What follows belongs to an exercise in optimizing a design on an open flow for small area; a production flow would make more cautious choices.
Function was checked by simulation only, so behaviour that the tests miss may differ from the original.
The flow treats the clock pin as an ideal source, which a real chip does not have.
Power is estimated from default activity; no workload was simulated.

## bdm
module bdm(
	input clk,
	input rst,
	input bkgd_in,
	output bkgd_out,
	output bkgd_is_high_z,
	output mcu_pwr,
	output mcu_vpp,
	input do_read,
	input do_write,
	input do_start_mcu,
	input do_stop_mcu,
	input do_delay,
	input do_echo_test,
	input do_enable_vpp,
	input do_disable_vpp,
	input do_echo_sync_value,
	input do_resync,
	input [7:0] data_in,
	output [7:0] data_out,
	output ready,
	output reg valid,
	output [3:0] debug
);
localparam ST_IDLE        = 4'd0;
localparam ST_BOOT_SEND   = 4'd3;   
localparam ST_BOOT_STABLE = 4'd8;   
localparam ST_SYNC_START  = 4'd11;   
localparam ST_SYNCING     = 4'd1;
localparam ST_W_SEND      = 4'd9;
localparam ST_W_WAIT      = 4'd13;   
localparam ST_R_RX        = 4'd15;
localparam ST_R_REPLY     = 4'd7;   
localparam ST_R_BIT       = 4'd5;
localparam ST_R_DONE      = 4'd4;
localparam ST_ONE         = 4'd14;  
localparam ST_DELAY       = 4'd2;
localparam ST_ESYNC_HI    = 4'd12;
localparam ST_ESYNC_LO    = 4'd6;
localparam ST_SET_CLOCK   = 4'd10;  
reg [3:0] state;
reg [3:0] tclk;
reg [8:0] data;
reg pwr;
reg vpp_enabled;
wire [19:0] sync_count;
wire [19:0] sync_cnt;
wire sync_inverted;
wire [2:0] sync_state;
wire sync_ready;
wire bdc_clk_pulse;
  ...
clock: 5.0 ns
lec_check: 0
cap_margin: 20
core_margin: 2
core_utilization: 40
cts_buf_list: sky130_fd_sc_hd__clkbuf_8
slew_margin: 20
standard.sh (not shown) runs the stock make flow with config.mk's settings and CLKGATE_MAP_FILE= SYNTH_SCRIPT=/design/flow/synth_recipe.tcl, a recipe that flattens the netlist after the stock synthesis.
==> flow/flow/run.sh <==
#!/bin/bash
# Own layout flow: the standard flow (standard.sh) with these changes.
# 1. Synthesis: ABC maps the combinational logic with an area-oriented script
#    (abc_area.script) in place of ORFS's delay-oriented abc_speed.script; the
#    script copy below differs from ORFS's scripts in that one file only.
#    Everything before ABC (registers, their names and cells) is unchanged.
# 2. Placement: the port buffers that buffer_ports adds are buf_1 cells.
# 3. Clock tree: clkbuf_8 buffers (as config.mk's CTS_BUF_LIST) and no dummy
#    loads; the other clock_tree_synthesis options are ORFS's defaults.
# Every other step is the standard flow's. Each tool's output goes to a log
# here (run_synth.log, run_layout.log) and under orfs/logs/.
set -euo pipefail
W=$(pwd)
S="$W/orfs_scripts_area"
rm -rf "$S"
cp -r "$FLOW_HOME/scripts" "$S"
cp "$W/flow/abc_area.script" "$S/abc_speed.script"
bash "$W/standard.sh" SCRIPTS_DIR="$S" synth > "$W/run_synth.log" 2>&1
bash "$W/standard.sh" \
  BUFFER_PORTS_ARGS="-buffer_cell sky130_fd_sc_hd__buf_1" \
  CTS_ARGS="-repair_clock_nets -buf_list sky130_fd_sc_hd__clkbuf_8 -dont_use_dummy_load" \
  finish > "$W/run_layout.log" 2>&1
==> flow/flow/abc_area.script <==
strash
&get -n
&deepsyn -J 200 -T 250
&put
&get -n
&dch -f
&nf -R 1000 -F 10
&put
The first run went through all stages and came out clean.
==> next run, changes <==
--- a/flow/flow/run.sh
+++ b/flow/flow/run.sh
@@ -21 +21 @@
-  CTS_ARGS="-repair_clock_nets -buf_list sky130_fd_sc_hd__clkbuf_8 -dont_use_dummy_load" \
+  CTS_ARGS="-sink_clustering_enable -repair_clock_nets -buf_list sky130_fd_sc_hd__clkbuf_8 -dont_use_dummy_load" \
After rerunning: Die area stays the same; combinational power barely changes; power does not change.

Another version of the RTL of bdm (not shown whole).
For scale: ~650 cells after synthesis, ~93 flip-flops, about 39 I/O pins, about 5000 um^2 of cells after synthesis.
clock: 5.0 ns
lec_check: 0
cap_margin: 20
core_margin: 2
core_utilization: 40
cts_buf_list: sky130_fd_sc_hd__clkbuf_8
cts_cluster_diameter: 150
cts_cluster_size: 40
slew_margin: 20
==> flow/flow/run.sh <==
#!/bin/bash
# Own layout flow: the standard flow (standard.sh) with two changes.
# 1. Synthesis: ABC maps the combinational logic with an area-oriented script
#    (abc_area.script) in place of ORFS's delay-oriented abc_speed.script; the
#    script copy below differs from ORFS's scripts in that one file only.
#    Everything before ABC (registers, their names and cells) is unchanged.
# 2. Placement: the port buffers that buffer_ports adds are buf_1 cells.
# Every other step is the standard flow's. Each tool's output goes to a log
# here (run_synth.log, run_layout.log) and under orfs/logs/.
set -euo pipefail
W=$(pwd)
S="$W/orfs_scripts_area"
rm -rf "$S"
cp -r "$FLOW_HOME/scripts" "$S"
cp "$W/flow/abc_area.script" "$S/abc_speed.script"
bash "$W/standard.sh" SCRIPTS_DIR="$S" synth > "$W/run_synth.log" 2>&1
bash "$W/standard.sh" BUFFER_PORTS_ARGS="-buffer_cell sky130_fd_sc_hd__buf_1" finish > "$W/run_layout.log" 2>&1
==> flow/flow/abc_area.script <==
strash
&get -n
&deepsyn -J 200 -T 250
&put
dch -f
amap
Edit:
--- a/flow/config.mk
+++ b/flow/config.mk
@@ -8,7 +8,6 @@
 export CAP_MARGIN = 20
 export CORE_MARGIN = 2
-export CORE_UTILIZATION = 40
+export CORE_UTILIZATION = 65
 export CTS_BUF_LIST = sky130_fd_sc_hd__clkbuf_8
-export CTS_CLUSTER_DIAMETER = 150
-export CTS_CLUSTER_SIZE = 40
+export PLACE_DENSITY = 0.75
 export SLEW_MARGIN = 20
=>
- design area decreases by 1.1%
- first-iteration DRC count rises by about 2.2%
- die area fell by about 37%
- clock power goes up by about 7%
- area after synthesis is unchanged
- core utilization went up by 26 points
- hold slack hardly moves
- non-clock buffer count is unchanged
- total power went up by 1.9%
Edit:
--- a/flow/config.mk
+++ b/flow/config.mk
@@ -8,6 +8,5 @@
 export CAP_MARGIN = 20
 export CORE_MARGIN = 2
-export CORE_UTILIZATION = 65
+export CORE_UTILIZATION = 40
 export CTS_BUF_LIST = sky130_fd_sc_hd__clkbuf_8
-export PLACE_DENSITY = 0.75
 export SLEW_MARGIN = 20
Via count is lower by 2.9%.
Utilization goes down by 26 points.
Clock-buffer cell count stays the same.
Worst setup slack is better by 0.075 ns.
Final area rises by 1.1%.
Synthesized cell count stays the same.

re-timing with driven ports:
In the flow no input, the clock included, has a driving cell. The finished layouts below were timed again as built, in two steps. Step 1 assumes that a clkbuf_16 drives the clock port and a buf_2 every other input. Step 2 also shifts input and output timing later by t, the mid clock arrival at the registers, as if the neighbouring blocks saw the same clock. a / b / c = ideal ports / drivers / drivers and shift; a / b = the first two.
run	t, ns	slack for setup (ns)	worst setup path after step 2	slew at the worst register clock pin (ns)
the first run of note 1	0.383	0.489 / 0.489 / 0.489	register to register	0.08 / 0.08
the second run of note 1	0.383	0.489 / 0.489 / 0.489	register to register	0.08 / 0.08
the first run of note 2	0.408	0.800 / 0.765 / 0.557	input to register	0.10 / 0.10
the second run of note 2	0.394	0.725 / 0.689 / 0.563	input to register	0.10 / 0.10
the third run of note 2	0.408	0.800 / 0.765 / 0.557	input to register	0.10 / 0.10
After both steps setup and hold are still met in every run listed.
